What follows belongs to an exercise in optimizing a design on an open flow for small area; a production flow would make more cautious choices. In this exercise RTL edits were held to simulation tests only and were not proved equivalent to the original.

Setup of red:
==> flow/design.v (excerpt) <==
module multiplier(
  input wire clk,
  input wire rst_n,
  input wire [15:0] a,
  input wire [15:0] b,
  output reg [31:0] res);
  wire w1;
  wire w2;
  wire w3;
  wire w4;
  wire w5;
  wire w6;
  wire w7;
  wire w8;
  wire w9;
  wire w10;
  wire w11;
  wire w12;
  wire w13;
  wire w14;
  wire w15;
  wire w16;
  wire w17;
  wire w18;
  wire w19;
  wire w20;
  wire w21;
  wire w22;
  wire w23;
  wire w24;
  wire w25;
  wire w26;
  wire w27;
  wire w28;
  wire w29;
  wire w30;
  wire w31;
  wire w32;
  wire w33;
  wire w34;
  wire w35;
  wire w36;
  wire w37;
  wire w38;
  wire w39;
  wire w40;
  wire w41;
  wire w42;
  wire w43;
  wire w44;
  wire w45;
  wire w46;
  wire w47;
  wire w48;
  wire w49;
  wire w50;
  wire w51;
  wire w52;
  wire w53;
  wire w54;
  wire w55;
  wire w56;
  wire w57;
  wire w58;
  wire w59;
  wire w60;
  wire w61;
  wire w62;
  wire w63;
  wire w64;
  wire w65;
  wire w66;
  wire w67;
  wire w68;
  wire w69;
  wire w70;
  wire w71;
  wire w72;
  wire w73;
  wire w74;
  wire w75;
  wire w76;
  wire w77;
  wire w78;
  wire w79;
  wire w80;
  wire w81;
  wire w82;
  wire w83;
  wire w84;
  wire w85;
  wire w86;
  wire w87;
  wire w88;
  wire w89;
  wire w90;
  wire w91;
  wire w92;
  wire w93;
  wire w94;
  wire w95;
  wire w96;
  wire w97;
  wire w98;
  wire w99;
  wire w100;
  wire w101;
  wire w102;
  wire w103;
  wire w104;
  wire w105;
  wire w106;
  wire w107;
  wire w108;
  ...
Size in the first run: about 66 I/O pins.
clock: 7.5 ns
lec_check: 0
cap_margin: 20
core_margin: 2
core_utilization: 70
gpl_timing_driven: 0
slew_margin: 20
synth_hierarchical: 1
synth_minimum_keep_size: 0
standard.sh (not shown) runs the stock make flow with config.mk's settings and CLKGATE_MAP_FILE= SYNTH_SCRIPT=/design/flow/synth_recipe.tcl, a recipe that flattens the netlist after the stock synthesis.
==> flow/flow/run.sh <==
#!/bin/bash
# Own layout flow: the standard flow (standard.sh), with
#  - port buffers of the smallest buffer cell (buf_1) instead of the default choice,
#  - the a21oi/o21ai cells that synthesis upsized put back to size 1 before floorplanning
#    (the resizer upsizes again wherever timing needs it),
#  - clock tree synthesis with small clock buffers and no dummy loads.
set -euo pipefail
here=$(pwd)
export BUFFER_PORTS_ARGS="-buffer_cell sky130_fd_sc_hd__buf_1"
export PRE_FLOORPLAN_TCL="$here/flow/pre_floorplan.tcl"
export CTS_ARGS="-sink_clustering_enable -repair_clock_nets -dont_use_dummy_load -buf_list sky130_fd_sc_hd__clkbuf_4 -root_buf sky130_fd_sc_hd__clkbuf_4 -sink_clustering_size 8 -sink_clustering_max_diameter 60"
bash standard.sh > "$here/standard_flow.log" 2>&1
==> flow/flow/pre_floorplan.tcl <==
# Put cells that synthesis upsized back to their smallest size; the resizer upsizes
# again where timing needs it.
set db [ord::get_db]
set swaps {sky130_fd_sc_hd__a21oi_2 sky130_fd_sc_hd__a21oi_1 sky130_fd_sc_hd__o21ai_2 sky130_fd_sc_hd__o21ai_1}
set n 0
foreach inst [[ord::get_db_block] getInsts] {
  set m [[$inst getMaster] getName]
  if {[dict exists $swaps $m]} {
    $inst swapMaster [$db findMaster [dict get $swaps $m]]
    incr n
  }
}
puts "pre_floorplan: downsized $n cells"
Inputs modified between red and blue:
# red
export LEC_CHECK = 0
export CAP_MARGIN = 20
export CORE_MARGIN = 2
export CORE_UTILIZATION = 70
export GPL_TIMING_DRIVEN = 0
export SLEW_MARGIN = 20
export SYNTH_HIERARCHICAL = 1
export SYNTH_MINIMUM_KEEP_SIZE = 0
create_clock -name core_clock -period 7.5 [get_ports {clk}]
# blue
export LEC_CHECK = 0
export CAP_MARGIN = 10
export CORE_MARGIN = 2
export CORE_UTILIZATION = 78
export GPL_TIMING_DRIVEN = 0
export SLEW_MARGIN = 10
export SYNTH_HIERARCHICAL = 1
export SYNTH_MINIMUM_KEEP_SIZE = 0
create_clock -name core_clock -period 7.5 [get_ports {clk}]
### Flow results
blue: arrival time reported for the critical path endpoint 0.10 ns below red
Comparing blue against red, there is no change at all in non-clock buffer instance count of the final layout.
Chip width of blue falls short of that of red by a few percent.

==> re-timing with driven ports <==
In the flow no input, the clock included, has a driving cell. The finished layouts below were timed again as built, in two steps.
Step 1, drivers: a clkbuf_16 drives clk and a buf_2 each remaining input, both assumed.
Step 2, shift: input delay + t, output delay - t, t = (earliest + latest rising clock arrival at the registers) / 2. This alone moves slack from input paths to output paths.
Slacks: ideal / step 1 / step 2; pairs: ideal / step 1.
run | shift t [ns] | slack for setup (ns) | hold WS [ns] | worst setup path after step 2
red | 0.375 | 0.302 / 0.298 / -0.077 | 1.201 / 1.196 / 1.571 | input to register
blue | 0.376 | 0.426 / 0.436 / 0.060 | 1.199 / 1.191 / 1.566 | input to register
With both steps, setup timing fails in red, where it was met with ideal ports. For red, which loses most, drivers alone change the setup slack by -0.004 ns; drivers and shift together by -0.379 ns.
